Source: an optimization exercise on an open RTL-to-GDS flow (aim: a short achievable clock period and low power). Production flows keep margins and buffers that such runs may drop.
Where RTL was checked, it was by simulation tests only, not by an equivalence proof against the original.
The RTL of runs 1 and 6 was laid out without a check of its function.
No activity file was given, so power comes from the tool's default toggle rates.

==> flow/design.v (outline; a module is shown in full before it is edited, if it fits) <==
// module bn_mul_tree: 3741 lines
// module bn_mac_unit: 272 lines
module bn_mac_unit (
	input wire aclk,
	input wire aresetn,
	input wire aclken,
	input wire bypass,
	input wire[1:0] bn_calfmt,
	input wire[4:0] fixed_point_quat_accrc,
	input wire[31:0] mac_cell_i_op_a,
	input wire[31:0] mac_cell_i_op_x,
	input wire[31:0] mac_cell_i_op_b,
	input wire mac_cell_i_is_a_eq_1,
	input wire mac_cell_i_is_b_eq_0,
	input wire[1:0] mac_cell_i_info_along,
	input wire mac_cell_i_vld,
	output wire[31:0] mac_cell_o_res,
	output wire[1:0] mac_cell_o_info_along,
	output wire mac_cell_o_vld
);
  // ...
==> flow/flow/run.sh <==
#!/bin/bash
set -euo pipefail
bash standard.sh SETUP_SLACK_MARGIN=5.6 finish > standard_flow.log 2>&1
==> flow/standard.sh <==
#!/bin/bash
# synth_recipe.tcl (not shown) runs the flow's synth.tcl, then flattens the netlist and writes it again
# the make line also repeats each setting of config.mk as NAME=value (left out here)
make -C /OpenROAD-flow-scripts/flow DESIGN_CONFIG=/design/flow/config.mk WORK_HOME=/design/flow/orfs CLKGATE_MAP_FILE= SYNTH_SCRIPT=/design/flow/synth_recipe.tcl "${@:-finish}"
==> flow/config.mk <==
export PLATFORM = sky130hd
export DESIGN_NAME = bn_mac_unit
export DESIGN_NICKNAME = bn_mac_unit
export VERILOG_FILES = /design/flow/design.v
export SDC_FILE = /design/flow/constraint.sdc
export NUM_CORES = 4
export LEC_CHECK = 0
export ABC_CLOCK_PERIOD_IN_PS = 2500
export CAP_MARGIN = 20
export CORE_MARGIN = 2
export CORE_UTILIZATION = 40
export SLEW_MARGIN = 20
==> flow/constraint.sdc <==
create_clock -name core_clock -period 9.0 [get_ports {aclk}]
set_input_delay 1.8000 -clock core_clock [delete_from_list [all_inputs] [get_ports {aclk}]]
set_output_delay 1.8000 -clock core_clock [all_outputs]
set_load 0.01 [all_outputs]
==> run notes, run 1 <==
outcome=complete, no violations; I/O pins=147; Crit path arrival time=5.14 ns; Pwr Density=329 nW/um^2; Post-Route WL=226 mm; Final Hold Fails=0; largest cells by area after synthesis=edfxtp_1, fa_1, xnor2_1; Filler cells=15300; FP Rows=151; setup TNS=0 ns; most frequent cells in the layout=edfxtp_1, inv_1, a22oi_1; DIE AREA=174000 um^2; post-cts resize count=675; syn_area_per_cell=10.4 um^2; top layer in use=met5; most frequent cell after synthesis=edfxtp_1; CLK BUF=111; post-synthesis register bit count=862; worst r2r dst=PL2[32]$_DFFE_PP_; grt peak-use layer=met2; crit-path max FO=3; area grow syn2layout=19.4%; Post-Layout Cell Count=9043; post-route clock period utilization=51.3%; Final nets=7517; Worst setup endpoint=PL2[32]$_DFFE_PP_
==> module bn_mac_unit, before the edit <==
module bn_mac_unit (
	input wire aclk,
	input wire aresetn,
	input wire aclken,
	input wire bypass,
	input wire[1:0] bn_calfmt,
	input wire[4:0] fixed_point_quat_accrc,
	input wire[31:0] mac_cell_i_op_a,
	input wire[31:0] mac_cell_i_op_x,
	input wire[31:0] mac_cell_i_op_b,
	input wire mac_cell_i_is_a_eq_1,
	input wire mac_cell_i_is_b_eq_0,
	input wire[1:0] mac_cell_i_info_along,
	input wire mac_cell_i_vld,
	output wire[31:0] mac_cell_o_res,
	output wire[1:0] mac_cell_o_info_along,
	output wire mac_cell_o_vld
);
	reg fp_m;
	reg[4:0] q_m;
	always @(posedge aclk)
	begin
		fp_m <= (bn_calfmt == 2'b10) & (~bypass);
		q_m <= fixed_point_quat_accrc;
	end
	reg[5:0] v;
	always @(posedge aclk or negedge aresetn)
	begin
		if(~aresetn)
			v <= 6'd0;
		else if(aclken)
			v <= {v[4:0], mac_cell_i_vld};
	end
	wire[5:0] en = {6{aclken}} & v;
	wire en_in = aclken & mac_cell_i_vld;
	wire fp_in = (bn_calfmt == 2'b10) & (~bypass);
	wire a1_in = mac_cell_i_is_a_eq_1 | bypass;
	wire b0_in = mac_cell_i_is_b_eq_0 | bypass;
	wire[31:0] ia = mac_cell_i_op_a;
	wire[31:0] ix = mac_cell_i_op_x;
	wire[31:0] op_a =
		fp_in ?
			(a1_in ? {8'd0, 1'b1, 23'd0}:{8'd0, |ia[30:23], ia[22:0]}):
			(a1_in ? 32'd1:ia);
	wire[31:0] op_x = fp_in ? {8'd0, |ix[30:23], ix[22:0]}:ix;
	wire flip = fp_in & (a1_in ? ix[31]:(ia[31] ^ ix[31]));
	wire[32:0] op_x_ext = {op_x, 1'b0};
	reg[15:0] bd_one, bd_two, bd_neg;
	integer d;
	always @(*)
	begin
		for(d = 0;d < 16;d = d + 1)
		begin
			bd_one[d] = op_x_ext[2 * d + 1] ^ op_x_ext[2 * d];
			bd_two[d] =
				(op_x_ext[2 * d + 2] & (~op_x_ext[2 * d + 1]) & (~op_x_ext[2 * d])) |
				((~op_x_ext[2 * d + 2]) & op_x_ext[2 * d + 1] & op_x_ext[2 * d]);
			bd_neg[d] = op_x_ext[2 * d + 2] ^ flip;
		end
	end
	wire[7:0] a_exp_in = a1_in ? 8'd0:(ia[30:23] + {6'b100000, ia[30:23] == 8'd0, ia[30:23] != 8'd0});
	wire[7:0] x_exp_in = ix[30:23] + {6'b100000, ix[30:23] == 8'd0, ix[30:23] != 8'd0};
	reg[31:0] A0;
	reg[15:0] ONE0, TWO0, NEG0;
	reg[8:0] AXE0;  
	reg[31:0] B0;
	reg a1_0, b0_0;
	reg[1:0] I0;
	always @(posedge aclk)
	begin
		if(en_in)
		begin
			A0 <= op_a;
			ONE0 <= bd_one;
			TWO0 <= bd_two;
			NEG0 <= bd_neg;
			AXE0 <= {a_exp_in[7], a_exp_in} + {x_exp_in[7], x_exp_in};
			B0 <= b0_in ? 32'd0:mac_cell_i_op_b;
			a1_0 <= a1_in;
			b0_0 <= b0_in;
			I0 <= mac_cell_i_info_along;
		end
	end
	wire[63:0] tree_s;
	wire[63:0] tree_c;
	bn_mul_tree tree_u(
		.clk(aclk),
		.en(en[0]),
		.a(A0),
		.one(ONE0),
		.two(TWO0),
		.neg(NEG0),
		.s(tree_s),
		.c(tree_c)
	);
	wire[7:0] b_exp0 = B0[30:23] + {6'b100000, B0[30:23] == 8'd0, B0[30:23] != 8'd0};
	wire[24:0] b_f0 = ({25{B0[31]}} ^ {1'b0, B0[30:23] != 8'd0, B0[22:0]}) + B0[31];
	wire bz0 = B0[30:23] == 8'd0;
	wire b255 = &B0[30:23];
	wire[9:0] ed0 =
		b255 ?
			({AXE0[8], AXE0} + 10'd128):
			({AXE0[8], AXE0} - {2'b00, B0[30:23]} + 10'd127 - {9'd0, bz0});
	wire[9:0] edn0 =
		b255 ?
			(-10'd128 - {AXE0[8], AXE0}):
			({2'b00, B0[30:23]} - {AXE0[8], AXE0} - 10'd127 + {9'd0, bz0});
	wire gth0 = b0_0 | ((~ed0[9]) & (|ed0[8:0]));
	wire[9:0] adiff0 = gth0 ? ed0:edn0;
	reg[31:0] B1;  
	reg gth1;  
	reg[4:0] diff1;
	reg big1;  
	reg[8:0] E1;  
	reg a1_1, nn1;  
	reg[1:0] I1;
	always @(posedge aclk)
	begin
		if(en[0])
		begin
			B1 <= fp_m ? {{7{b_f0[24]}}, b_f0}:B0;
			gth1 <= gth0;
			diff1 <= adiff0[4:0];
			big1 <= |adiff0[8:5];
			E1 <= gth0 ? AXE0:{b_exp0[7], b_exp0};
			a1_1 <= a1_0;
			nn1 <= a1_0 & b0_0;
			I1 <= I0;
		end
	end
	wire[31:0] b_q29 = {B1[24], B1[24:0], 6'd0};
	wire[31:0] b_sh1 = $signed(b_q29) >>> diff1;
	wire[31:0] b_al1 =
		gth1 ?
			(big1 ? 32'd0:b_sh1):
			b_q29;
	wire[32:0] p_lo1 = {1'b0, tree_s[31:0]} + {1'b0, tree_c[31:0]};
	reg[31:0] RS2;
	reg[31:0] RC2;
	reg[32:0] PL2;  
	reg[31:0] B2;  
	reg[5:0] sh2;  
	reg z2;  
	reg[8:0] E2;
	reg nn2;
	reg[1:0] I2;
	always @(posedge aclk)
	begin
		if(en[1])
		begin
			RS2 <= tree_s[63:32];
			RC2 <= tree_c[63:32];
			PL2 <= p_lo1;
			B2 <= fp_m ? b_al1:B1;
			sh2 <=
				fp_m ?
					(gth1 ? 6'd17:(6'd17 + {1'b0, diff1})):
					(a1_1 ? 6'd0:{1'b0, q_m});
			z2 <= fp_m & (~gth1) & big1;
			E2 <= E1;
			nn2 <= nn1;
			I2 <= I1;
		end
	end
	wire[31:0] p_hi2 = RS2 + RC2 + {31'd0, PL2[32]};
	wire[63:0] p2 = {p_hi2, PL2[31:0]};
	wire[63:0] p_sh2 = $signed(p2) >>> sh2;
	wire[31:0] p_ne2 = p2[62:31] ^ {32{p2[63]}};
	wire[31:0] p_keep2 = {32{1'b1}} << sh2[4:0];
	wire ovf2 = (~fp_m) & (|(p_ne2 & p_keep2));
	reg[31:0] AX3;
	reg ovf3;
	reg ps3;  
	reg[31:0] B3;
	reg[8:0] E3;
	reg nn3;
	reg[1:0] I3;
	always @(posedge aclk)
	begin
		if(en[2])
		begin
			AX3 <= z2 ? 32'd0:p_sh2[31:0];
			ovf3 <= ovf2;
			ps3 <= p2[63];
			B3 <= B2;
			E3 <= E2;
			nn3 <= nn2;
			I3 <= I2;
		end
	end
	wire[32:0] sum3 = {AX3[31], AX3} + {B3[31], B3};
	wire[32:0] bx3 = {1'b0, ~B3[31], B3[30:0]};
	wire[32:0] sat_lo3 = {1'b1, ~B3[31], B3[30:0]};
	wire[32:0] sat_hi3 = bx3 - 33'd1;
	reg[32:0] SUM4;
	reg[8:0] E4;
	reg nn4;
	reg[1:0] I4;
	always @(posedge aclk)
	begin
		if(en[3])
		begin
			SUM4 <= ovf3 ? (ps3 ? sat_lo3:sat_hi3):sum3;
			E4 <= E3;
			nn4 <= nn3;
			I4 <= I3;
		end
	end
	wire[31:0] int_res4 =
		{
			SUM4[32],
			{31{~(SUM4[32] & (~SUM4[31]))}} & ({31{(~SUM4[32]) & SUM4[31]}} | SUM4[30:0])
		};
	wire[31:0] lsd4 = SUM4[31:0] ^ {32{SUM4[32]}};
	reg[4:0] j4;
	integer k;
	always @(*)
	begin
		j4 = 5'd31;
		for(k = 31;k >= 0;k = k - 1)
			if(lsd4[31 - k])
				j4 = k;
		if(nn4)
			j4 = 5'd2;
	end
	wire[34:0] nml_ext4 = {SUM4[32], SUM4[32], SUM4} << j4;
	wire[32:0] nml4 = nml_ext4[34:2];
	reg NS5;  
	reg[24:0] NM5;  
	reg[9:0] PE5;  
	reg[1:0] I5;
	always @(posedge aclk)
	begin
		if(en[4] & fp_m)
		begin
			NS5 <= nml4[32];
			NM5 <= nml4[30:6];
			PE5 <= {E4[8], E4} + 10'd2 - {5'd0, j4};
			I5 <= I4;
		end
	end
	wire uf5 =
		($signed(PE5) < -10'sd126) |
		(NM5[24:23] == 2'b00) | ((NM5[24:23] == 2'b11) & (|NM5[22:0]));
	wire neg2_5 = NM5 == {2'b10, 23'd0};
	wire[7:0] fe_raw5 = PE5[7:0] + (neg2_5 ? 8'd128:8'd127);
	wire[22:0] fm_raw5 = ({23{NS5}} ^ NM5[22:0]) + NS5;
	wire[7:0] fe5 = uf5 ? 8'h00:fe_raw5;
	wire[22:0] fm5 = (uf5 | neg2_5) ? 23'd0:fm_raw5;
	reg[31:0] res_r;
	reg[1:0] info_r;
	reg vld_r;
	wire out_vld = fp_m ? v[5]:v[4];
	assign mac_cell_o_res = res_r;
	assign mac_cell_o_info_along = info_r;
	assign mac_cell_o_vld = vld_r;
	always @(posedge aclk or negedge aresetn)
	begin
		if(~aresetn)
			vld_r <= 1'b0;
		else if(aclken)
			vld_r <= out_vld;
	end
	always @(posedge aclk)
	begin
		if(aclken & out_vld)
		begin
			res_r <= fp_m ? {NS5, fe5, fm5}:int_res4;
			info_r <= fp_m ? I5:I4;
		end
	end
endmodule
==> inputs of run 2 (changes only) <==
--- a/flow/design.v
+++ b/flow/design.v
@@ -3768,3 +3768,3 @@
 	end
-	reg[5:0] v;
+	reg[6:0] v;
 	always @(posedge aclk or negedge aresetn)
@@ -3772,7 +3772,7 @@
 		if(~aresetn)
-			v <= 6'd0;
+			v <= 7'd0;
 		else if(aclken)
-			v <= {v[4:0], mac_cell_i_vld};
+			v <= {v[5:0], mac_cell_i_vld};
 	end
-	wire[5:0] en = {6{aclken}} & v;
+	wire[6:0] en = {7{aclken}} & v;
 	wire en_in = aclken & mac_cell_i_vld;
@@ -3840,20 +3840,5 @@
 	wire[24:0] b_f0 = ({25{B0[31]}} ^ {1'b0, B0[30:23] != 8'd0, B0[22:0]}) + B0[31];
-	wire bz0 = B0[30:23] == 8'd0;
-	wire b255 = &B0[30:23];
-	wire[9:0] ed0 =
-		b255 ?
-			({AXE0[8], AXE0} + 10'd128):
-			({AXE0[8], AXE0} - {2'b00, B0[30:23]} + 10'd127 - {9'd0, bz0});
-	wire[9:0] edn0 =
-		b255 ?
-			(-10'd128 - {AXE0[8], AXE0}):
-			({2'b00, B0[30:23]} - {AXE0[8], AXE0} - 10'd127 + {9'd0, bz0});
-	wire gth0 = b0_0 | ((~ed0[9]) & (|ed0[8:0]));
-	wire[9:0] adiff0 = gth0 ? ed0:edn0;
-	reg[31:0] B1;  
-	reg gth1;  
-	reg[4:0] diff1;
-	reg big1;  
-	reg[8:0] E1;  
-	reg a1_1, nn1;  
+	reg[8:0] AXE1;  
+	reg[32:0] B1;  
+	reg a1_1, b0_1;
 	reg[1:0] I1;
@@ -3863,9 +3848,6 @@
 		begin
-			B1 <= fp_m ? {{7{b_f0[24]}}, b_f0}:B0;
-			gth1 <= gth0;
-			diff1 <= adiff0[4:0];
-			big1 <= |adiff0[8:5];
-			E1 <= gth0 ? AXE0:{b_exp0[7], b_exp0};
+			AXE1 <= AXE0;
+			B1 <= fp_m ? {b_exp0, b_f0}:{1'b0, B0};
 			a1_1 <= a1_0;
-			nn1 <= a1_0 & b0_0;
+			b0_1 <= b0_0;
 			I1 <= I0;
@@ -3873,18 +3855,14 @@
 	end
-	wire[31:0] b_q29 = {B1[24], B1[24:0], 6'd0};
-	wire[31:0] b_sh1 = $signed(b_q29) >>> diff1;
-	wire[31:0] b_al1 =
-		gth1 ?
-			(big1 ? 32'd0:b_sh1):
-			b_q29;
-	wire[32:0] p_lo1 = {1'b0, tree_s[31:0]} + {1'b0, tree_c[31:0]};
-	reg[31:0] RS2;
-	reg[31:0] RC2;
-	reg[32:0] PL2;  
+	reg[63:0] RS2;
+	reg[63:0] RC2;
 	reg[31:0] B2;  
-	reg[5:0] sh2;  
-	reg z2;  
-	reg[8:0] E2;
-	reg nn2;
+	reg gth2;  
+	reg[4:0] diff2;
+	reg big2;  
+	reg[8:0] E2;  
+	reg a1_2, nn2;  
 	reg[1:0] I2;
+	wire signed[9:0] ed1 = {AXE1[8], AXE1} - {{2{B1[32]}}, B1[32:25]};
+	wire gth1 = b0_1 | (~ed1[9] & (|ed1[8:0]));
+	wire[9:0] adiff1 = gth1 ? ed1:(-ed1);
 	always @(posedge aclk)
@@ -3893,13 +3871,11 @@
 		begin
-			RS2 <= tree_s[63:32];
-			RC2 <= tree_c[63:32];
-			PL2 <= p_lo1;
-			B2 <= fp_m ? b_al1:B1;
-			sh2 <=
-				fp_m ?
-					(gth1 ? 6'd17:(6'd17 + {1'b0, diff1})):
-					(a1_1 ? 6'd0:{1'b0, q_m});
-			z2 <= fp_m & (~gth1) & big1;
-			E2 <= E1;
-			nn2 <= nn1;
+			RS2 <= tree_s;
+			RC2 <= tree_c;
+			B2 <= fp_m ? {{7{B1[24]}}, B1[24:0]}:B1[31:0];
+			gth2 <= gth1;
+			diff2 <= adiff1[4:0];
+			big2 <= |adiff1[8:5];
+			E2 <= gth1 ? AXE1:{B1[32], B1[32:25]};
+			a1_2 <= a1_1;
+			nn2 <= a1_1 & b0_1;
 			I2 <= I1;
@@ -3907,12 +3883,6 @@
 	end
-	wire[31:0] p_hi2 = RS2 + RC2 + {31'd0, PL2[32]};
-	wire[63:0] p2 = {p_hi2, PL2[31:0]};
-	wire[63:0] p_sh2 = $signed(p2) >>> sh2;
-	wire[31:0] p_ne2 = p2[62:31] ^ {32{p2[63]}};
-	wire[31:0] p_keep2 = {32{1'b1}} << sh2[4:0];
-	wire ovf2 = (~fp_m) & (|(p_ne2 & p_keep2));
-	reg[31:0] AX3;
-	reg ovf3;
-	reg ps3;  
-	reg[31:0] B3;
+	reg[63:0] P3;
+	reg[31:0] B3;  
+	reg[5:0] sh3;  
+	reg z3;  
 	reg[8:0] E3;
@@ -3920,2 +3890,8 @@
 	reg[1:0] I3;
+	wire[31:0] b_q29 = {B2[24], B2[24:0], 6'd0};
+	wire[31:0] b_sh2 = $signed(b_q29) >>> diff2;
+	wire[31:0] b_al2 =
+		gth2 ?
+			(big2 ? 32'd0:b_sh2):
+			b_q29;
 	always @(posedge aclk)
@@ -3924,6 +3900,9 @@
 		begin
-			AX3 <= z2 ? 32'd0:p_sh2[31:0];
-			ovf3 <= ovf2;
-			ps3 <= p2[63];
-			B3 <= B2;
+			P3 <= RS2 + RC2;
+			B3 <= fp_m ? b_al2:B2;
+			sh3 <=
+				fp_m ?
+					(gth2 ? 6'd17:(6'd17 + {1'b0, diff2})):
+					(a1_2 ? 6'd0:{1'b0, q_m});
+			z3 <= fp_m & (~gth2) & big2;
 			E3 <= E2;
@@ -3933,7 +3912,4 @@
 	end
-	wire[32:0] sum3 = {AX3[31], AX3} + {B3[31], B3};
-	wire[32:0] bx3 = {1'b0, ~B3[31], B3[30:0]};
-	wire[32:0] sat_lo3 = {1'b1, ~B3[31], B3[30:0]};
-	wire[32:0] sat_hi3 = bx3 - 33'd1;
-	reg[32:0] SUM4;
+	reg[31:0] AX4;
+	reg[31:0] B4;
 	reg[8:0] E4;
@@ -3941,2 +3917,7 @@
 	reg[1:0] I4;
+	wire[63:0] p_sh3 = $signed(P3) >>> sh3;
+	wire[31:0] p_ne3 = P3[62:31] ^ {32{P3[63]}};
+	wire[31:0] p_keep3 = {32{1'b1}} << sh3[4:0];
+	wire ovf3 = |(p_ne3 & p_keep3);
+	wire[31:0] amx3 = ovf3 ? {P3[63], {31{~P3[63]}}}:p_sh3[31:0];
 	always @(posedge aclk)
@@ -3945,3 +3926,4 @@
 		begin
-			SUM4 <= ovf3 ? (ps3 ? sat_lo3:sat_hi3):sum3;
+			AX4 <= fp_m ? (z3 ? 32'd0:p_sh3[31:0]):amx3;
+			B4 <= B3;
 			E4 <= E3;
@@ -3951,24 +3933,5 @@
 	end
-	wire[31:0] int_res4 =
-		{
-			SUM4[32],
-			{31{~(SUM4[32] & (~SUM4[31]))}} & ({31{(~SUM4[32]) & SUM4[31]}} | SUM4[30:0])
-		};
-	wire[31:0] lsd4 = SUM4[31:0] ^ {32{SUM4[32]}};
-	reg[4:0] j4;
-	integer k;
-	always @(*)
-	begin
-		j4 = 5'd31;
-		for(k = 31;k >= 0;k = k - 1)
-			if(lsd4[31 - k])
-				j4 = k;
-		if(nn4)
-			j4 = 5'd2;
-	end
-	wire[34:0] nml_ext4 = {SUM4[32], SUM4[32], SUM4} << j4;
-	wire[32:0] nml4 = nml_ext4[34:2];
-	reg NS5;  
-	reg[24:0] NM5;  
-	reg[9:0] PE5;  
+	reg[32:0] SUM5;
+	reg[8:0] E5;
+	reg nn5;
 	reg[1:0] I5;
@@ -3976,7 +3939,7 @@
 	begin
-		if(en[4] & fp_m)
+		if(en[4])
 		begin
-			NS5 <= nml4[32];
-			NM5 <= nml4[30:6];
-			PE5 <= {E4[8], E4} + 10'd2 - {5'd0, j4};
+			SUM5 <= {AX4[31], AX4} + {B4[31], B4};
+			E5 <= E4;
+			nn5 <= nn4;
 			I5 <= I4;
@@ -3984,10 +3947,41 @@
 	end
-	wire uf5 =
-		($signed(PE5) < -10'sd126) |
-		(NM5[24:23] == 2'b00) | ((NM5[24:23] == 2'b11) & (|NM5[22:0]));
-	wire neg2_5 = NM5 == {2'b10, 23'd0};
-	wire[7:0] fe_raw5 = PE5[7:0] + (neg2_5 ? 8'd128:8'd127);
-	wire[22:0] fm_raw5 = ({23{NS5}} ^ NM5[22:0]) + NS5;
-	wire[7:0] fe5 = uf5 ? 8'h00:fe_raw5;
-	wire[22:0] fm5 = (uf5 | neg2_5) ? 23'd0:fm_raw5;
+	wire[31:0] int_res5 =
+		{
+			SUM5[32],
+			{31{~(SUM5[32] & (~SUM5[31]))}} & ({31{(~SUM5[32]) & SUM5[31]}} | SUM5[30:0])
+		};
+	wire[31:0] lsd5 = SUM5[31:0] ^ {32{SUM5[32]}};
+	reg[4:0] j5;
+	integer k;
+	always @(*)
+	begin
+		j5 = 5'd31;
+		for(k = 31;k >= 0;k = k - 1)
+			if(lsd5[31 - k])
+				j5 = k;
+		if(nn5)
+			j5 = 5'd2;
+	end
+	wire[34:0] nml_ext5 = {SUM5[32], SUM5[32], SUM5} << j5;
+	wire[32:0] nml5 = nml_ext5[34:2];
+	reg NS6;  
+	reg[24:0] NM6;  
+	reg[9:0] PE6;  
+	reg[1:0] I6;
+	always @(posedge aclk)
+	begin
+		if(en[5] & fp_m)
+		begin
+			NS6 <= nml5[32];
+			NM6 <= nml5[30:6];
+			PE6 <= {E5[8], E5} + 10'd2 - {5'd0, j5};
+			I6 <= I5;
+		end
+	end
+	wire uf6 =
+		($signed(PE6) < -10'sd126) |
+		(NM6[24:23] == 2'b00) | ((NM6[24:23] == 2'b11) & (|NM6[22:0]));
+	wire neg2_6 = NM6 == {2'b10, 23'd0};
+	wire[7:0] fe6 = uf6 ? 8'h00:(PE6[7:0] + (neg2_6 ? 8'd128:8'd127));
+	wire[22:0] fm6 = ({23{NS6}} ^ ((uf6 | neg2_6) ? 23'd0:NM6[22:0])) + NS6;
 	reg[31:0] res_r;
@@ -3995,3 +3989,3 @@
 	reg vld_r;
-	wire out_vld = fp_m ? v[5]:v[4];
+	wire out_vld = fp_m ? v[6]:v[5];
 	assign mac_cell_o_res = res_r;
@@ -4010,4 +4004,4 @@
 		begin
-			res_r <= fp_m ? {NS5, fe5, fm5}:int_res4;
-			info_r <= fp_m ? I5:I4;
+			res_r <= fp_m ? {NS6, fe6, fm6}:int_res5;
+			info_r <= fp_m ? I6:I5;
 		end
==> flow/run.sh (new file) <==
#!/bin/bash
# synth_recipe.tcl (not shown) runs the flow's synth.tcl, then flattens the netlist and writes it again
# the make line also repeats each setting of config.mk as NAME=value (left out here)
make -C /OpenROAD-flow-scripts/flow DESIGN_CONFIG=/design/flow/config.mk WORK_HOME=/design/flow/orfs CLKGATE_MAP_FILE= SYNTH_SCRIPT=/design/flow/synth_recipe.tcl finish
--- a/flow/config.mk
+++ b/flow/config.mk
@@ -11,2 +11,5 @@
 export CORE_UTILIZATION = 40
+export CTS_BUF_LIST = sky130_fd_sc_hd__clkbuf_4 sky130_fd_sc_hd__clkbuf_8
+export CTS_CLUSTER_SIZE = 20
+export SETUP_SLACK_MARGIN = 5
 export SLEW_MARGIN = 20
removed: flow/flow/run.sh
removed: flow/standard.sh
==> run 2 against run 1 <==
- total power decreased by 23%
- die area is 4.0% higher
- combinational power decreased by 45%
- final area is 1.6% lower
- area after synthesis up 4.0%
- global-route usage decreased by 1.7 points
- critical path type unchanged
- critical endpoint is now PE6[8]$_DFFE_PP_
- largest cell class unchanged
- largest power group unchanged
- highest routed layer unchanged
==> run notes, run 2 <==
vias in the first global route=52300; drt drc=0; via density per instance=5.75; Routed WL per cell=24.2 um; Hold WC Path Type=reg -> reg; worst r2r dst=PE6[8]$_DFFE_PP_; syn_area_per_cell=10.9 um^2 (+4.0%); post-synthesis async set-or-reset flop share=0.799%; top cells by count, synth=edfxtp_1, inv_1, a22oi_1, xnor2_1, fa_1; Filler cells=16500 (+8.0%); Syn Inst Count=6550; Crit path arrival time=4.75 ns (-0.39 ns); FF-to-FF path depth=18; Max-slew headroom=14.5%; Die X=426 um; outcome=complete, no violations; Initial DRT Pass Iterations=7; Seq/Total Area, Yosys=42.1%; maximum capacitance violations=0; largest cells by area after synthesis=edfxtp_1, fa_1, xnor2_1; worst r2r src=SUM5[32]$_DFFE_PP_; post-route clock period utilization=45.9% (-5.4 points); Starting Density=40.3%; RSZ-0062 raised after global routing=true; Post-Route WL=220 mm (-2.8%); Post-Layout Cell Count=9105 (+0.69%); Slew Viols, Final=0; Reg clk slew, reported paths=0.06 ns; CTS Root Cell=clkbuf_8; Bufs on Longest Clock Path=3; DR iter-0 viols=5787; Placed Cells incl. Taps=8670; Synth Area in XOR/XNOR=9.28%; FP Rows=154 (+2.0%); Synth cell types=97; post-synth top area share=41.7%; leakage=31.1 nW; Worst-Skew Late Latency=0.93 ns; Final nets=7371 (-1.9%); Post-Synth Simple-Gate Area=7.54%; most common cell after layout, fill and taps aside=edfxtp_1; Worst EP required=9.61 ns; DIE AREA=181000 um^2 (+4.0%); CTS Hold Bufs=0; via count=52400; VDD IR-drop max=158 uV; most frequent cell after synthesis=edfxtp_1; area grow syn2layout=12.9%; crit path launch type=register; core area=176000 um^2; Final Hold Fails=0 (unchanged); global-route wire length before repair=329 mm; antenna-violating nets left=0; Final Core Density=45.5%; I/O pins=147 (unchanged); post-synthesis register bit count=1001 (+16%); compound-gate portion of the synthesized area=15.2%; yosys warns=2; mux share of post-synthesis cell area=3.65%; DP Worst Slack=3.65 ns; post-detail-place hpwl=143 mm; Post-synth top flop=edfxtp_1; Post-synth EDFFs=987; register area=30000 um^2; grt ovf=0; final setup fails=0; setup TNS=0 ns (unchanged); hold endpoint=E5[1]$_DFFE_PP_; area leader, netlist=edfxtp_1; crit-path max FO=9 (+6); highest achievable clock rate=242 MHz; actual slew at the worst max-slew pin=1.28 ns; hold wc startpoint=E4[1]$_DFFE_PP_; post-route worst setup slack=4.86 ns; Min Clock Period, post-route=4.14 ns; Setup CP Type=reg -> reg; layout cell share with drive strength beyond 1=11.7%; Synth Area in Adders=15.8%; antenna violations before repair=3; Pwr Density=257 nW/um^2 (-22%); CTS Buf Count=180; most frequent cells in the layout=edfxtp_1, inv_1, a22oi_1; largest net degree at the start of global routing=183; main combinational cell family by area after synthesis=adder cells; multi-input logic area=37600 um^2; Critical Path Sink Type=register; post-route clock skew=0.0831 ns; synthesized area=71100 um^2; biggest registers after layout=P3: 64 flops, RS2: 64 flops, RC2: 63 flops; reg2reg setup slack=4.86 ns; hold path depth=0; Die Y-Extent=426 um; clk sinks=1001; Buffers on Ports=146; GPL Wtd Cong=0.889; Mapped Nets=7300; Total GRT Usage=23.8%; CTS tree=built; H-Tree Depth=4
==> run 2: cell count changes after synthesis, sizes merged, moves of 18 or more <==
cell    delta
nand2     +23
ha        -22
mux2i     -54
edfxtp   +138
o22ai     -26
buf       +18
inv       -74
a21oi     +23
o21a      -18
nor2      -23
o21ai    +105
==> run 2: report_power, final <==
group          switching (mW)  internal, mW  total, mW
clock                    2.02          2.37       4.39
combinational            5.42          3.57       8.99
sequential              0.534          6.75       7.29
total                    7.97          12.7       20.7
==> run 2: cell families (layout without fill, tap and decap cells) <==
| kind of cell | after synthesis | count (layout) |
|---|---|---|
| buffers and inverters | 1193 | 1401 |
| and+or+nand+nor | 1144 | 1147 |
| AOI/OAI and AO/OA | 1619 | 1620 |
| xor gates and xnor gates | 752 | 752 |
| adders and majority gates | 640 | 640 |
| other | 0 | 2 |
| muxes | 201 | 202 |
| DFF | 1001 | 1001 |
==> run 2: worst max-delay path: stages (launching register included) <==
cell       delay [ns]
edfxtp_1         0.47
buf_6            0.17
clkbuf_16        0.15
nor3_1           0.31
nand3_1          0.16
o21ai_2          0.14
nand2_1          0.18
a21boi_2         0.28
o21ba_4          0.24
clkinv_1         0.10
ha_1             0.33
ha_1             0.30
a21o_1           0.19
a21oi_2          0.19
o21bai_1         0.09
a21oi_1          0.22
o21bai_1         0.09
a21oi_1          0.17
xnor2_1          0.08
==> run 2: cell type report <==
cell class,count,share of cell area (%)
Multi-Input combinational cell,4361,46.8
Sequential cell,1001,37.3
Timing Repair Buffer,379,4.36
Tap cell,2340,3.65
Clock buffer,217,3.45
Inverter,697,3.29
Clock inverter,107,1.07
Timing Repair inverter,1,0.00623
Antenna cell,2,0.00623
==> run 2: worst max path at each step <==
stage	slack (ns)	startpoint	end	cells after the start
2_1_floorplan	3.89	aclken	AXE1[0]$_DFFE_PP_	3
3_3_place_gp	3.67	mac_cell_i_op_x[26]	AXE0[8]$_DFFE_PP_	16
3_5_place_dp	3.65	mac_cell_i_op_x[26]	AXE0[8]$_DFFE_PP_	16
4_1_cts	4.73	SUM5[32]$_DFFE_PP_	PE6[8]$_DFFE_PP_	17
5_1_grt	4.71	SUM5[32]$_DFFE_PP_	PE6[8]$_DFFE_PP_	18
6_report	4.86	SUM5[32]$_DFFE_PP_	PE6[8]$_DFFE_PP_	18
==> run 2: stage by stage <==
stage	power, mW	area, um^2	hold WS [ns]
3_5_place_dp	15.9	74700	0.405
5_1_grt	22.1	80300	0.369
3_3_place_gp	15.7	74700	0.401
2_1_floorplan	12.9	71200	0.400
6_report	20.7	80300	0.381
4_1_cts	20.5	79200	0.366
==> run 2: repair_timing <==
item                       4_1_cts  5_1_grt
setup buffers                   43       52
pin swaps                       26       49
gates cloned                     8        6
hold endpoints to repair         0        0
setup endpoints to repair      117      259
resized for setup              111      130
==> run 2: layer usage <==
layer / global-route usage (%) / part of all wire [%] / up-vias / wire, um
met5: 0 / 0.0059 / - / 13
met4: 10.2 / 4.7 / 2 / 10300
met3: 4.35 / 7.8 / 651 / 17100
met2: 38.9 / 47 / 2565 / 103000
met1: 31.0 / 41 / 25800 / 89300
li1: - / - / 23300 / -
==> inputs of run 3 (changes only) <==
--- a/flow/config.mk
+++ b/flow/config.mk
@@ -7,3 +7,3 @@
 export LEC_CHECK = 0
-export ABC_CLOCK_PERIOD_IN_PS = 2500
+export ABC_AREA = 1
 export CAP_MARGIN = 20
@@ -11,4 +11,5 @@
 export CORE_UTILIZATION = 40
-export CTS_BUF_LIST = sky130_fd_sc_hd__clkbuf_4 sky130_fd_sc_hd__clkbuf_8
-export CTS_CLUSTER_SIZE = 20
+export CTS_BUF_LIST = sky130_fd_sc_hd__clkbuf_8
+export CTS_CLUSTER_DIAMETER = 80
+export CTS_CLUSTER_SIZE = 16
 export SETUP_SLACK_MARGIN = 5
==> run 3 against run 2 <==
- combinational power fell by 22%
- final cell count rose by 3.0%
- sequential share of layout area rose by 1.9 points
- die area fell by 2.6%
- sequential cell count did not move
- sequential power fell by 8.4%
- first-iteration DRC count fell by 7.0%
- maximum frequency rose by 1.8%
- wire length fell by 3.3%
- critical endpoint unchanged
- highest routed layer unchanged
==> run notes, run 3 <==
outcome=complete, no violations; Starting Density=40.3% (about the same); post-detail-place hpwl=146 mm (+2.5%); Total GRT Usage=23.9% (+0.074 points); Slew Viols, Final=0 (unchanged); VDD IR-drop max=154 uV (-2.7%); crit-path max FO=13 (+4); Pwr Density=215 nW/um^2 (-16%); most frequent cells in the layout=inv_1, edfxtp_1, nand2_1; dpl cell area=73100 um^2 (-2.1%); post-route clock period utilization=45.1% (-0.82 points); vias in the first global route=52000 (-0.67%); Die X=420 um (-1.3%); biggest registers after layout=P3: 64 flops, RS2: 64 flops, RC2: 63 flops; Post-Layout Cell Count=9380 (+3.0%); most frequent CP cell=inv_1; Min Clock Period, post-route=4.06 ns (-0.0736 ns); worst r2r dst=PE6[8]$_DFFE_PP_; Mapped Nets=7777 (+6.5%); Final Hold Fails=0 (unchanged); most common cell after layout, fill and taps aside=inv_1; worst r2r src=SUM5[32]$_DFFE_PP_; Buffers on Ports=146 (unchanged); CTS Root Cell=clkbuf_8; Final nets=7768 (+5.4%); I/O pins=147 (unchanged); post-synth top area share=42.8% (+1.1 points); drt drc=0 (unchanged); reg2reg setup slack=4.94 ns (+0.07 ns); Initial DRT Pass Iterations=6 (-1); via density per instance=5.49 (-4.6%); core area=172000 um^2 (-2.7%); hold slack=0.411 ns (+0.0294 ns); post-synthesis async set-or-reset flop share=0.799% (unchanged); Crit path arrival time=4.70 ns (-0.05 ns); Post-synth EDFFs=987 (unchanged); Synth cell types=65 (-33%); Post-Route WL=213 mm (-3.3%); hold wc startpoint=nn2$_DFFE_PP_; post-synthesis register bit count=1001 (unchanged); actual slew at the worst max-slew pin=1.26 ns (-0.0264 ns); antenna violations before repair=7 (+4); CTS Hold Bufs=0 (unchanged); antenna-violating nets left=0 (unchanged); H-Tree Depth=3 (-1); FF-to-FF path depth=21 (+3); Die Y-Extent=420 um (-1.3%); via count=51500 (-1.7%); highest achievable clock rate=246 MHz (+1.8%); synthesized area=69300 um^2 (-2.6%); setup TNS=0 ns (unchanged); leakage=31.3 nW (+0.65%); GPL Wtd Cong=0.893 (+0.40%); Critical Path Sink Type=register; top cells by count, synth=inv_1, edfxtp_1, nand2_1, xor2_1, o22ai_1; area leader, netlist=edfxtp_1; Bufs on Longest Clock Path=3 (unchanged); Placed Cells incl. Taps=9174 (+5.8%); maximum capacitance violations=0 (unchanged); clk sinks=1001 (unchanged); Worst EP required=9.64 ns (+0.03 ns); DIE AREA=176000 um^2 (-2.6%); final setup fails=0 (unchanged); FP Rows=152 (-1.3%); Seq/Total Area, Yosys=43.3% (+1.1 points); Post-synth top flop=edfxtp_1; syn_area_per_cell=9.86 um^2 (-9.3%); global-route wire length before repair=320 mm (-2.7%); area grow syn2layout=10.2%; hold endpoint=nn3$_DFFE_PP_; crit path launch type=register; Setup CP Type=reg -> reg; grt ovf=0 (unchanged); largest net degree at the start of global routing=168 (-8.2%); family with the most delay on the worst path=buffers and inverters; largest cells by area after synthesis=edfxtp_1, fa_1, xor2_1; CTS Buf Count=81 (-55%); Worst-Skew Late Latency=0.88 ns (-0.05 ns); Finished Cell Area=76300 um^2 (-5.0%); post-route clock skew=0.0706 ns (-0.0124 ns); CP Launch Point=SUM5[32]$_DFFE_PP_; yosys warns=2 (unchanged); CTS tree=built; RSZ-0062 raised after global routing=true; hold path depth=0 (unchanged); Critical path buffers and inverters=8 (+5); Reg clk slew, reported paths=0.10 ns (+0.04 ns); Syn Inst Count=7027 (+7.3%); Power Total=16.4 mW (-21%); DR iter-0 viols=5381 (-7.0%); most frequent cell after synthesis=inv_1; layout cell share with drive strength beyond 1=7.40% (-4.3 points); Hold WC Path Type=reg -> reg; Routed WL per cell=22.7 um (-6.1%); Largest stage delay, worst path=0.41 ns (-0.06 ns); Max-slew headroom=15.4% (+0.87 points); slowest cell on the critical path=edfxtp_1; crit path cell chain=buf_4, buf_4, bufbuf_16, xnor2_2, inv_1, nor2_1, nand3_2, inv_1, nand2_1, nor2_2, buf_6, clkinvlp_4, ha_1, ha_1, a21oi_2, inv_1, a21oi_2, nor2_1, o21ai_1, nand2_1, xor2_1
run 3: layout make-up:
cell class	count	area, um^2
inverter	1081	4120
fill	16300	95400
antenna	3	7.51
sequential	1001	30000
tap	2310	2890
timing repair buffer	322	3200
clock inverter	51	510
timing repair inverter	2	12.5
multi-input combinational	4529	34500
clock buffer	81	1110
run 3: logic make-up (layout without fill, tap and decap cells):
family                   Yosys count  count (layout)  synth area share (%)
AO/OA/AOI/OAI                   1358            1359                  11.3
XOR/XNOR                         769             769                  9.74
buffers and inverters           1500            1537                  8.19
multiplexers                      69              69                 0.999
AND/OR/NAND/NOR                 1692            1694                  10.2
flip-flops                      1001            1001                  43.3
adder cells (fa/ha/maj)          638             638                  16.2
other                              0               3                     0
run 3: report_power, final:
part	leakage (nW)	switching (mW)	internal [mW]
Combinational	21.1	4.42	2.60
Clock	0.886	1.66	1.06
Sequential	9.24	0.302	6.38
run 3: per-layer routing:
layer  GRT usage [%]  vias up  wire [um]
li1                -    23500          -
met1            29.9    25000      84800
met2            39.7     2330     101000
met3            4.06      645      15800
met4            12.2        6      11300
met5               0        -         46
run 3: what timing repair did:
item / in CTS / in global routing
pin swaps: 34 / 57
gates cloned: 10 / 3
gates resized for setup: 77 / 148
setup endpoints to repair: 223 / 212
buffers inserted: 34 / 23
run 3: through the flow:
step | util, % | worst slack [ns]
after floorplan | - | 1.14
after global placement | 42.5 | 3.44
after detailed placement | 42.6 | 3.85
after CTS | 44.0 | 4.99
after global routing | 44.4 | 4.64
final | 44.4 | 4.94
run 3: how the worst max path moves through the flow:
stage / to / slack (ns) / cells past startpoint
finish: PE6[8]$_DFFE_PP_ / 4.94 / 21
global route: PE6[9]$_DFFE_PP_ / 4.64 / 29
CTS: PE6[7]$_DFFE_PP_ / 4.99 / 42
detailed placement: tree_u.r3_c1064$_DFFE_PP_ / 3.85 / 5
global placement: PE6[9]$_DFFE_PP_ / 3.44 / 39
floorplan: AXE1[0]$_DFFE_PP_ / 1.14 / 2
==> inputs of run 4 (changes only) <==
--- a/flow/config.mk
+++ b/flow/config.mk
@@ -10,6 +10,6 @@
 export CORE_MARGIN = 2
-export CORE_UTILIZATION = 40
-export CTS_BUF_LIST = sky130_fd_sc_hd__clkbuf_8
-export CTS_CLUSTER_DIAMETER = 80
-export CTS_CLUSTER_SIZE = 16
+export CORE_UTILIZATION = 50
+export CTS_BUF_LIST = sky130_fd_sc_hd__clkbuf_8 sky130_fd_sc_hd__clkbuf_16
+export CTS_CLUSTER_DIAMETER = 100
+export CTS_CLUSTER_SIZE = 25
 export SETUP_SLACK_MARGIN = 5
==> run 4 against run 3 <==
- synthesized cell count did not move
- clock power fell by 4%
- non-clock buffer count fell by 27
- register-to-register slack got worse by 0.04 ns
- area after synthesis did not move
- largest power group unchanged
==> run notes, run 4 <==
Min Clock Period, post-route=4.10 ns (+0.0419 ns); Max-slew headroom=21.1% (+5.7 points); CTS tree=built; crit path launch type=register; syn_area_per_cell=9.86 um^2 (unchanged); leakage=31.0 nW (-0.97%); Syn Inst Count=7027 (unchanged); FF-to-FF path depth=46 (+120%); Initial DRT Pass Iterations=8 (+2); clk sinks=1001 (unchanged); hold wc startpoint=B3[31]$_DFFE_PP_; outcome=complete, no violations; RSZ-0062 raised after global routing=true; worst r2r src=SUM5[32]$_DFFE_PP_; most common cell after layout, fill and taps aside=inv_1; maximum capacitance violations=0 (unchanged); Setup CP Type=reg -> reg; yosys warns=2 (unchanged); crit-path max FO=6 (-7); setup TNS=0 ns (unchanged); largest net degree at the start of global routing=165 (-1.8%); Final Hold Fails=0 (unchanged); H-Tree Depth=2 (-1); largest cells by area after synthesis=edfxtp_1, fa_1, xor2_1; Reg clk slew, reported paths=0.10 ns (about the same); Die Y-Extent=376 um (-10%); CTS Root Cell=clkbuf_16; Starting Density=50.4% (+10 points); GPL Wtd Cong=0.965 (+8.1%); Seq/Total Area, Yosys=43.3% (unchanged); antenna-violating nets left=0 (unchanged); actual slew at the worst max-slew pin=1.18 ns (-0.0734 ns); post-synth top area share=42.8% (unchanged); hold slack=0.403 ns (-0.00775 ns); most frequent CP cell=nand2_1; hold endpoint=B4[31]$_DFFE_PP_; grt ovf=0 (unchanged); Filler cells=12100 (-26%); area grow syn2layout=8.72%; FP Rows=136 (-11%); Slew Viols, Final=0 (unchanged); top cells by count, synth=inv_1, edfxtp_1, nand2_1, xor2_1, o22ai_1; Post-synth top flop=edfxtp_1; DR iter-0 viols=5753 (+6.9%); Synth cell types=65 (unchanged); Post-synth EDFFs=987 (unchanged); Die X=376 um (-10%); Bufs on Longest Clock Path=3 (unchanged); core area=137000 um^2 (-20%); highest achievable clock rate=244 MHz (-1.0%); post-synthesis register bit count=1001 (unchanged); vias in the first global route=51100 (-1.6%); Power Total=16.6 mW (+1.3%); slowest cell on the critical path=edfxtp_1; DIE AREA=142000 um^2 (-20%); I/O pins=147 (unchanged); post-route clock period utilization=45.6% (+0.47 points); post-detail-place hpwl=146 mm (-0.28%); Mapped Nets=7777 (unchanged); global-route wire length before repair=316 mm (-1.2%); CTS Buf Count=49 (-40%); most frequent cells in the layout=inv_1, edfxtp_1, nand2_1; synthesized area=69300 um^2 (unchanged); reg2reg setup slack=4.90 ns (-0.04 ns); post-synthesis async set-or-reset flop share=0.799% (unchanged); Buffers on Ports=146 (unchanged); antenna violations before repair=10 (+3); via density per instance=5.90 (+7.5%); Total GRT Usage=29.5% (+5.6 points); worst r2r dst=PE6[9]$_DFFE_PP_; Final nets=7708 (-0.77%); Worst-Skew Late Latency=0.71 ns (-0.17 ns); hold path depth=0 (unchanged); Pwr Density=221 nW/um^2 (+2.6%); Routed WL per cell=24.1 um (+6.0%); CTS Hold Bufs=0 (unchanged); Worst EP required=9.55 ns (-0.09 ns); drt drc=0 (unchanged); Hold WC Path Type=reg -> reg; biggest registers after layout=P3: 64 flops, RS2: 64 flops, RC2: 63 flops; area leader, netlist=edfxtp_1; final setup fails=0 (unchanged); via count=51800 (+0.64%); Crit path arrival time=4.65 ns (-0.05 ns); VDD IR-drop max=223 uV (+45%); Placed Cells incl. Taps=8651 (-5.7%); post-route clock skew=0.0625 ns (-0.00811 ns); Largest stage delay, worst path=0.39 ns (-0.02 ns); Post-Layout Cell Count=8784 (-6.4%); most frequent cell after synthesis=inv_1; Post-Route WL=211 mm (-0.69%); layout cell share with drive strength beyond 1=6.88% (-0.52 points); Critical Path Sink Type=register
==> run 4: cells by family after synthesis <==
| kind of cell | Yosys count | synth area share, % |
|---|---|---|
| muxes | 69 | 0.999 |
| AOI/OAI and AO/OA | 1358 | 11.3 |
| adders and majority gates | 638 | 16.2 |
| buffers and inverters | 1500 | 8.19 |
| xor gates and xnor gates | 769 | 9.74 |
| and+or+nand+nor | 1692 | 10.2 |
| DFF | 1001 | 43.3 |
==> run 4: cell type report <==
cell class                 count  area [um^2]  area share, %
timing repair buffer         295         2880           3.83
clock buffer                  52         1290           1.71
tap                         1794         2240           2.98
sequential                  1001        30000           39.8
inverter                    1081         4130           5.48
timing repair inverter         2         12.5         0.0166
clock inverter                28          211          0.281
multi-input combinational   4528        34600           45.9
antenna                        3         7.51        0.00997
==> run 4: metrics by stage <==
| step | area (um^2) | util [%] | setup slack [ns] |
|---|---|---|---|
| after floorplan | 69500 | - | 1.14 |
| after global placement | 72400 | 52.6 | 3.66 |
| after detailed placement | 72400 | 52.6 | 3.56 |
| after CTS | 74400 | 54.1 | 4.92 |
| after global routing | 75300 | 54.8 | 4.45 |
| final | 75300 | 54.8 | 4.90 |
==> run 4: worst max-delay path by stage <==
stage,from,end,slack (ns),depth (start not counted)
after CTS,SUM5[32]$_DFFE_PP_,PE6[9]$_DFFE_PP_,4.92,47
after floorplan,aclken,AXE1[0]$_DFFE_PP_,1.14,2
after global routing,SUM5[32]$_DFFE_PP_,PE6[9]$_DFFE_PP_,4.45,46
after global placement,aclken,tree_u.r3_c914$_DFFE_PP_,3.66,5
after detailed placement,aclken,tree_u.r3_s899$_DFFE_PP_,3.56,5
final,SUM5[32]$_DFFE_PP_,PE6[9]$_DFFE_PP_,4.90,46
==> run 4: power by group <==
| group | internal [mW] | switching [mW] |
|---|---|---|
| logic | 2.64 | 4.70 |
| registers | 6.38 | 0.302 |
| clock network | 1.07 | 1.53 |
| total | 10.1 | 6.53 |
==> run 4: what timing repair did <==
action | CTS | global route
pin swaps | 21 | 52
setup buffers | 18 | 18
gates cloned | 8 | 4
endpoints found under the setup margin | 565 | 155
resized for setup | 88 | 180
==> run 4: metal layers <==
| metal | share of wire [%] | GRT usage (%) | routed length, um | up-vias |
|---|---|---|---|---|
| li1 | - | - | - | 23400 |
| met1 | 42 | 40.9 | 88400 | 25100 |
| met2 | 44 | 44.5 | 92200 | 2719 |
| met3 | 10 | 8.00 | 22200 | 597 |
| met4 | 4.1 | 10.9 | 8720 | 8 |
| met5 | 0.023 | 0 | 48 | - |
==> run 4: worst max-delay path: cells and delay by family, from the launching register on <==
| family | cells | cell delay, ns |
|---|---|---|
| AOI/OAI and AO/OA | 3 | 0.38 |
| and+or+nand+nor | 34 | 1.96 |
| DFF | 1 | 0.39 |
| adders and majority gates | 3 | 0.64 |
| buffers and inverters | 6 | 0.63 |
==> inputs of run 5 (changes only) <==
--- a/flow/config.mk
+++ b/flow/config.mk
@@ -10,3 +10,3 @@
 export CORE_MARGIN = 2
-export CORE_UTILIZATION = 50
+export CORE_UTILIZATION = 40
 export CTS_BUF_LIST = sky130_fd_sc_hd__clkbuf_8 sky130_fd_sc_hd__clkbuf_16
==> run 5 against run 4 <==
- global-route usage fell by 5.9 points
- clock skew grew 0.025 ns
- critical path depth fell by 26
- wire length increased by 0.19%
- non-clock buffer count increased by 22
- utilization down 10 points
- worst setup slack gained 0.043 ns
- final area grew 1.0%
- clock power grew 3%
- via count shrank 0.75%
- area after synthesis did not move
- largest cell class unchanged
- largest power group unchanged
==> run notes, run 5 <==
Min Clock Period, post-route=4.06 ns (-0.0434 ns); Critical Path Sink Type=register; area grow syn2layout=9.86%; RSZ-0062 raised after global routing=true; post-synth top area share=42.8% (unchanged); Antenna Cells=0 (-3); Crit path arrival time=4.51 ns (-0.14 ns); Clock power frac=16.4% (+0.8 points); CTS Hold Bufs=0 (unchanged); Reg clk slew, reported paths=0.10 ns (about the same); Die X=420 um (+12%); post-synthesis async set-or-reset flop share=0.799% (unchanged); biggest registers after layout=P3: 64 flops, RS2: 64 flops, RC2: 63 flops; CTS Buf Count=51 (+4.1%); Pwr Density=216 nW/um^2 (-2.3%); antenna violations before repair=9 (-1); Routed WL per cell=22.7 um (-5.6%); CTS tree=built; Post-Synth Simple-Gate Area=10.2% (unchanged); post-route clock period utilization=45.1% (-0.48 points); CTS Root Cell=clkbuf_16; hold endpoint=RC2[0]$_DFFE_PP_; drt drc=0 (unchanged); via density per instance=5.52 (-6.4%); Seq/Total Area, Yosys=43.3% (unchanged); syn_area_per_cell=9.86 um^2 (unchanged); mux share of post-synthesis cell area=0.999% (unchanged); FP Rows=152 (+12%); Final Hold Fails=0 (unchanged); post-detail-place hpwl=146 mm (+0.28%); H-Tree Depth=2 (unchanged); Worst EP required=9.45 ns (-0.10 ns); outcome=complete, no violations; Starting Density=40.3% (-10 points); DR iter-0 viols=5164 (-10%); main combinational cell family by area after synthesis=adder cells; via count=51400 (-0.75%); Total GRT Usage=23.6% (-5.9 points); Die Y-Extent=420 um (+12%); Post-synth top flop=edfxtp_1; crit path launch type=register; Bufs on Longest Clock Path=3 (unchanged); most common cell after layout, fill and taps aside=inv_1; synthesized area=69300 um^2 (unchanged); Combinational Power Share=42.9% (-1.3 points); compound-gate portion of the synthesized area=11.3% (unchanged); Mapped Nets=7777 (unchanged); crit-path max FO=13 (+7); core area=172000 um^2 (+25%); GPL Wtd Cong=0.893 (-7.5%); Net Sw Power=6.32 mW (-3.2%); highest achievable clock rate=246 MHz (+1.1%); most frequent cells in the layout=inv_1, edfxtp_1, nand2_1; dpl cell area=73100 um^2 (+1.1%); Synth Area in Adders=16.2% (unchanged); Slew Viols, Final=0 (unchanged); Synth Area in XOR/XNOR=9.74% (unchanged); Synth cell types=65 (unchanged); Buffers on Ports=146 (unchanged); I/O pins=147 (unchanged); largest net degree at the start of global routing=168 (+1.8%); Setup CP Type=reg -> reg; Post-Route WL=212 mm (+0.19%); FF-to-FF path depth=20 (-57%); worst r2r dst=PE6[8]$_DFFE_PP_; setup TNS=0 ns (unchanged); antenna-violating nets left=0 (unchanged); grt ovf=0 (unchanged); Hold WC Path Type=reg -> reg; Syn Inst Count=7027 (unchanged); Max-slew headroom=13.2% (-7.9 points); largest cells by area after synthesis=edfxtp_1, fa_1, xor2_1; clk sinks=1001 (unchanged); most frequent cell after synthesis=inv_1; hold path depth=0 (unchanged); Filler cells=16300 (+35%); layout cell share with drive strength beyond 1=6.74% (-0.15 points); hold wc startpoint=tree_u.r3_neg_0$_DFFE_PP_; actual slew at the worst max-slew pin=1.29 ns (+0.107 ns); post-route clock skew=0.0873 ns (+0.0247 ns); Int Pwr=10.1 mW (about the same); vias in the first global route=51600 (+1.0%); leakage=31.0 nW (+0.17%); Final nets=7733 (+0.32%); DIE AREA=176000 um^2 (+25%); Sequential Power Share=40.7% (+0.5 points); yosys warns=2 (unchanged); Finished Cell Area=76100 um^2 (+1.0%); Sw Share=38.5% (-0.77 points); final setup fails=0 (unchanged); Post-synth EDFFs=987 (unchanged); global-route wire length before repair=318 mm (+0.53%); post-synthesis register bit count=1001 (unchanged); Initial DRT Pass Iterations=6 (-2); worst r2r src=SUM5[32]$_DFFE_PP_; area leader, netlist=edfxtp_1; top cells by count, synth=inv_1, edfxtp_1, nand2_1, xor2_1, o22ai_1; Worst-Skew Late Latency=0.72 ns (about the same); VDD IR-drop max=179 uV (-20%); maximum capacitance violations=0 (unchanged); reg2reg setup slack=4.94 ns (+0.04 ns)
==> run 5: through the flow <==
stage	hold WS [ns]	setup slack [ns]	power (mW)	cells	utilization, %
2_1_floorplan	0.400	1.14	11.1	7027	-
3_3_place_gp	0.401	3.44	13.4	9171	42.5
3_5_place_dp	0.405	3.85	13.5	9174	42.6
4_1_cts	0.417	4.97	16.3	9295	43.9
5_1_grt	0.423	4.67	17.5	9318	44.3
6_report	0.418	4.94	16.4	9318	44.3
==> run 5: per-layer routing <==
| layer | vias to the layer above | track usage [%] | part of all wire (%) |
|---|---|---|---|
| met5 | - | 0 | 0.030 |
| met4 | 10 | 10.7 | 5.0 |
| met3 | 633 | 3.85 | 7.3 |
| met2 | 2333 | 39.7 | 48 |
| met1 | 25000 | 29.9 | 40 |
| li1 | 23400 | - | - |
==> run 5: cell families (layout without fill, tap and decap cells) <==
kind of cell,Yosys count,count (layout)
mux,69,69
buf+inv,1500,1478
flops,1001,1001
fa+ha+maj,638,638
compound gates,1358,1359
simple gates,1692,1694
xor+xnor,769,769
==> run 5: how the worst max path moves through the flow <==
| stage | from | end | depth (start not counted) | slack, ns |
|---|---|---|---|---|
| 6_report | SUM5[32]$_DFFE_PP_ | PE6[8]$_DFFE_PP_ | 20 | 4.94 |
| 3_5_place_dp | aclken | tree_u.r3_c1064$_DFFE_PP_ | 5 | 3.85 |
| 5_1_grt | SUM5[32]$_DFFE_PP_ | PE6[8]$_DFFE_PP_ | 29 | 4.67 |
| 4_1_cts | SUM5[32]$_DFFE_PP_ | PE6[7]$_DFFE_PP_ | 43 | 4.97 |
| 2_1_floorplan | aclken | AXE1[0]$_DFFE_PP_ | 2 | 1.14 |
| 3_3_place_gp | SUM5[32]$_DFFE_PP_ | PE6[9]$_DFFE_PP_ | 39 | 3.44 |
==> run 5: layout make-up <==
type,instances,area (um^2),share of cell area [%]
Clock inverter,27,303,0.398
Inverter,1081,4110,5.41
Tap cell,2310,2890,3.80
Timing Repair inverter,2,12.5,0.0164
Clock buffer,51,1280,1.68
Sequential cell,1001,30000,39.4
Timing Repair Buffer,317,3070,4.04
Multi-Input combinational cell,4529,34500,45.3
==> run 5: repair_timing <==
item                                    4_1_cts  5_1_grt
setup buffers                                34       20
gates resized for setup                      87      144
pin swaps                                    34       54
endpoints found under the setup margin      232       97
gates cloned                                  9        2
==> run 5: power groups by stage <==
stage	Combinational [mW]	Clock (mW)	Sequential, mW
2_1_floorplan	4.37	0	6.69
3_3_place_gp	6.62	0	6.78
3_5_place_dp	6.73	0	6.80
4_1_cts	6.85	2.77	6.69
5_1_grt	7.85	2.92	6.74
6_report	7.03	2.69	6.68
==> run 5: worst max-delay path, stage by stage (launching register included) <==
cell	delay, ns
edfxtp_1	0.54
buf_4	0.20
bufbuf_16	0.28
xnor2_1	0.23
inv_1	0.09
nor2_1	0.16
nand3_2	0.18
inv_1	0.10
nand2_1	0.12
nor2_2	0.15
buf_6	0.20
clkinvlp_4	0.18
ha_1	0.31
ha_1	0.37
a21oi_2	0.15
inv_1	0.06
a21oi_2	0.13
nor2_1	0.06
o21ai_1	0.12
nand2_1	0.08
xor2_1	0.14
==> inputs of run 6 (changes only) <==
--- a/flow/design.v
+++ b/flow/design.v
@@ -3807,3 +3807,3 @@
 	reg[15:0] ONE0, TWO0, NEG0;
-	reg[8:0] AXE0;  
+	reg[7:0] AE0, XE0;  
 	reg[31:0] B0;
@@ -3819,3 +3819,4 @@
 			NEG0 <= bd_neg;
-			AXE0 <= {a_exp_in[7], a_exp_in} + {x_exp_in[7], x_exp_in};
+			AE0 <= a_exp_in;
+			XE0 <= x_exp_in;
 			B0 <= b0_in ? 32'd0:mac_cell_i_op_b;
@@ -3848,3 +3849,3 @@
 		begin
-			AXE1 <= AXE0;
+			AXE1 <= {AE0[7], AE0} + {XE0[7], XE0};
 			B1 <= fp_m ? {b_exp0, b_f0}:{1'b0, B0};
@@ -3934,3 +3935,3 @@
 	reg[32:0] SUM5;
-	reg[8:0] E5;
+	reg[9:0] E5;  
 	reg nn5;
@@ -3942,3 +3943,3 @@
 			SUM5 <= {AX4[31], AX4} + {B4[31], B4};
-			E5 <= E4;
+			E5 <= {E4[8], E4} + 10'd2;
 			nn5 <= nn4;
@@ -3966,2 +3967,5 @@
 	wire[32:0] nml5 = nml_ext5[34:2];
+	wire[9:0] e_ext5 = E5;
+	wire[5:0] pe_lo5 = {1'b0, e_ext5[4:0]} - {1'b0, j5};
+	wire[4:0] pe_hi5 = pe_lo5[5] ? (e_ext5[9:5] - 5'd1):e_ext5[9:5];
 	reg NS6;  
@@ -3976,3 +3980,3 @@
 			NM6 <= nml5[30:6];
-			PE6 <= {E5[8], E5} + 10'd2 - {5'd0, j5};
+			PE6 <= {pe_hi5, pe_lo5[4:0]};
 			I6 <= I5;
@@ -3984,4 +3988,6 @@
 	wire neg2_6 = NM6 == {2'b10, 23'd0};
-	wire[7:0] fe6 = uf6 ? 8'h00:(PE6[7:0] + (neg2_6 ? 8'd128:8'd127));
-	wire[22:0] fm6 = ({23{NS6}} ^ ((uf6 | neg2_6) ? 23'd0:NM6[22:0])) + NS6;
+	wire[7:0] fe_raw6 = PE6[7:0] + (neg2_6 ? 8'd128:8'd127);
+	wire[22:0] fm_raw6 = ({23{NS6}} ^ NM6[22:0]) + NS6;
+	wire[7:0] fe6 = uf6 ? 8'h00:fe_raw6;
+	wire[22:0] fm6 = (uf6 | neg2_6) ? 23'd0:fm_raw6;
 	reg[31:0] res_r;
==> run 6 against run 5 <==
- register-to-register slack gained 0.08 ns
- largest cell class unchanged
- count of clock-buffer cells in the layout grew 3
- area after synthesis grew 0.21%
- sequential share of layout area grew 0.40 points
- clock power grew 6%
- wire length is essentially flat
- still clean on timing, DRC and antenna
- maximum frequency grew 2.0%
==> run notes, run 6 <==
Crit path arrival time=4.46 ns (-0.05 ns); Worst-Skew Late Latency=0.74 ns (+0.02 ns); Min Clock Period, post-route=3.98 ns (-0.0804 ns); largest cells by area after synthesis=edfxtp_1, fa_1, xor2_1; syn_area_per_cell=9.93 um^2 (+0.76%); post-synthesis async set-or-reset flop share=0.793% (-0.0063 points); highest achievable clock rate=251 MHz (+2.0%); Mapped Nets=7733 (-0.57%); Worst EP required=9.48 ns (+0.03 ns); area leader, netlist=edfxtp_1; Hold WC Path Type=reg -> reg; via count=51400 (unchanged); layout cell share with drive strength beyond 1=5.63% (-1.1 points); Reg clk slew, reported paths=0.10 ns (about the same); top cells by count, synth=inv_1, edfxtp_1, nand2_1, xor2_1, o22ai_1; area grow syn2layout=9.40%; worst r2r dst=PE6[8]$_DFFE_PP_; Starting Density=40.4% (+0.042 points); CP Launch Point=SUM5[32]$_DFFE_PP_; FP Rows=152 (unchanged); grt ovf=0 (unchanged); maximum capacitance violations=0 (unchanged); outcome=complete, no violations; Routed WL per cell=22.8 um (+0.27%); Die Y-Extent=421 um (+0.11%); clk sinks=1009 (+0.80%); final setup fails=0 (unchanged); H-Tree Depth=2 (unchanged); Post-Layout Cell Count=9287 (-0.33%); Antenna Cells=0 (unchanged); hold path depth=0 (unchanged); most common cell after layout, fill and taps aside=inv_1; Die X=421 um (+0.11%); FF-to-FF path depth=13 (-35%); Total GRT Usage=23.5% (-0.084 points); Synth cell types=69 (+6.2%); post-detail-place hpwl=148 mm (+1.0%); top layer in use=met5; crit-path max FO=11 (-2); Final Hold Fails=0 (unchanged); Post-Route WL=212 mm (about the same); CTS Root Cell=clkbuf_16; Final Core Density=44.2% (-0.14 points); Seq/Total Area, Yosys=43.5% (+0.25 points); dpl cell area=73200 um^2 (about the same); Max-slew headroom=20.6% (+7.4 points); CTS tree=built; Setup CP Type=reg -> reg; Buffers on Ports=146 (unchanged); synthesized area=69400 um^2 (+0.21%); CTS Buf Count=54 (+5.9%); crit path launch type=register; VDD IR-drop max=159 uV (-11%); RSZ-0062 raised after global routing=true; Post-Route M1 WL=83.2 mm (-1.7%); core area=172000 um^2 (+0.11%); antenna violations before repair=4 (-5); Post-synth top flop=edfxtp_1; setup TNS=0 ns (unchanged); drt drc=0 (unchanged); worst r2r src=SUM5[32]$_DFFE_PP_; Slew Viols, Final=0 (unchanged); reg2reg setup slack=5.02 ns (+0.08 ns); most frequent cell after synthesis=inv_1; largest net degree at the start of global routing=183 (+8.9%); Detail Route met3 WL=17.1 mm (+9.7%); via density per instance=5.54 (+0.33%); post-synth top area share=43.0% (+0.25 points); Syn Inst Count=6989 (-0.54%); actual slew at the worst max-slew pin=1.19 ns (-0.0972 ns); GPL Wtd Cong=0.905 (+1.3%); DR iter-0 viols=5019 (-2.8%); I/O pins=147 (unchanged); Critical Path Sink Type=register; most frequent cells in the layout=inv_1, edfxtp_1, nand2_1; post-route clock period utilization=44.2% (-0.89 points); global-route wire length before repair=318 mm (about the same); post-synthesis register bit count=1009 (+0.80%); WL met2=99.0 mm (-2.0%); Placed Cells incl. Taps=9150 (-0.26%); Worst setup endpoint=PE6[8]$_DFFE_PP_; antenna-violating nets left=0 (unchanged); Pwr Density=221 nW/um^2 (+2.7%); leakage=30.9 nW (-0.37%); DIE AREA=177000 um^2 (+0.21%); biggest registers after layout=P3: 64 flops, RS2: 64 flops, RC2: 63 flops; Final nets=7692 (-0.53%); Bufs on Longest Clock Path=3 (unchanged); yosys warns=2 (unchanged); vias in the first global route=52300 (+1.2%); Finished Cell Area=75900 um^2 (-0.21%); post-route clock skew=0.0762 ns (-0.0111 ns); Post-synth EDFFs=995 (+0.81%); Initial DRT Pass Iterations=6 (unchanged)
run 6: cell count changes after synthesis, moves of 12 or more:
| cell | previous run | this run |
|---|---|---|
| o21ai_0 | 445 | 428 |
| nand3_1 | 350 | 326 |
| mux2i_1 | 68 | 80 |
| nand2_1 | 917 | 897 |
run 6: layout make-up:
type | count | area [um^2]
sequential | 1009 | 30200
timing repair buffer | 306 | 2880
multi-input combinational | 4492 | 34100
timing repair inverter | 1 | 5.00
fill | 16300 | 96000
tap | 2310 | 2890
inverter | 1084 | 4110
clock buffer | 54 | 1350
clock inverter | 31 | 344
run 6: worst min path at each step:
stage / from / end / slack, ns
2_1_floorplan: B1[0]$_DFFE_PP_ / B2[0]$_DFFE_PP_ / 0.40
3_3_place_gp: B3[21]$_DFFE_PP_ / B4[21]$_DFFE_PP_ / 0.40
3_5_place_dp: B1[6]$_DFFE_PP_ / B2[6]$_DFFE_PP_ / 0.40
5_1_grt: B3[22]$_DFFE_PP_ / B4[22]$_DFFE_PP_ / 0.43
6_report: B1[8]$_DFFE_PP_ / B2[8]$_DFFE_PP_ / 0.42
4_1_cts: B3[22]$_DFFE_PP_ / B4[22]$_DFFE_PP_ / 0.42
run 6: what timing repair did:
action / 4_1_cts / 5_1_grt
setup endpoints to repair: 439 / 378
gates cloned: 2 / 5
endpoints found under the hold margin: 0 / 0
buffers inserted: 4 / 40
resized for setup: 32 / 108
hold buffers: 0 / 0
pin swaps: 3 / 40
run 6: per-layer routing:
| layer | GRT usage [%] | vias up |
|---|---|---|
| li1 | - | 23400 |
| met2 | 39.0 | 2393 |
| met1 | 29.5 | 24900 |
| met3 | 4.32 | 713 |
| met4 | 11.8 | 6 |
| met5 | 0 | - |
run 6: cell families after synthesis:
logic type | count (synthesis) | synth area share [%]
AO/OA/AOI/OAI | 1338 | 11.2
XOR/XNOR | 770 | 9.72
adder cells (fa/ha/maj) | 632 | 16.1
buffers and inverters | 1491 | 8.16
flip-flops | 1009 | 43.5
multiplexers | 83 | 1.20
AND/OR/NAND/NOR | 1666 | 10.1
run 6: power by group:
group,internal (mW),total (mW),switching (mW)
sequential,6.42,6.71,0.290
clock,1.16,2.85,1.69
combinational,2.66,7.25,4.59
run 6: stage by stage:
stage / hold WS (ns) / total power [mW] / setup WS, ns
global placement: 0.400 / 13.6 / 3.64
floorplan: 0.400 / 11.2 / 1.14
finish: 0.423 / 16.8 / 5.02
detailed placement: 0.405 / 13.7 / 3.77
CTS: 0.421 / 16.6 / 4.86
global route: 0.427 / 17.9 / 4.71
run 6: critical path, stage by stage (launching register included):
cell and delay, ns:
edfxtp_1 0.44, buf_12 0.18, buf_4 0.18, xnor2_4 0.42, nand2_1 0.14, nor4_1 0.43
nand2_2 0.32, nor2_4 0.35, inv_1 0.34, ha_1 0.43, a21oi_2 0.20, buf_4 0.14
nand4_1 0.08, xnor2_1 0.14

what the ideal ports hide:
No port has a modelled driver above. Below, the same layouts with a new extraction and two added sets of constraints. Step 1, drivers: a clkbuf_16 drives aclk and a buf_2 each remaining input, both assumed. Step 2 times the ports against the registers' clock, not the clock port: input delays grow and output delays shrink by t, the midpoint of the rising clock arrivals with the driver on. Three values: no drivers, after step 1, after step 2; two values: the first two.
run | t (ns) | setup WS [ns] | clock arrival spread, ns | worst register clock-pin slew, ns
run 1 | 0.836 | 4.379 / 4.379 / 4.379 | 0.056 / 0.056 | 0.07 / 0.07
run 2 | 0.973 | 4.865 / 4.865 / 4.072 | 0.084 / 0.083 | 0.07 / 0.07
run 3 | 0.930 | 4.938 / 4.938 / 4.363 | 0.089 / 0.089 | 0.12 / 0.12
run 4 | 0.762 | 4.896 / 4.896 / 4.418 | 0.074 / 0.073 | 0.11 / 0.11
run 5 | 0.761 | 4.940 / 4.940 / 4.430 | 0.102 / 0.102 | 0.11 / 0.11
run 6 | 0.787 | 5.020 / 5.020 / 4.607 | 0.086 / 0.086 | 0.12 / 0.12
After both steps every run listed still meets setup and hold. For run 2, which loses most, drivers alone change the setup slack by 0.000 ns; drivers and shift together by -0.793 ns.
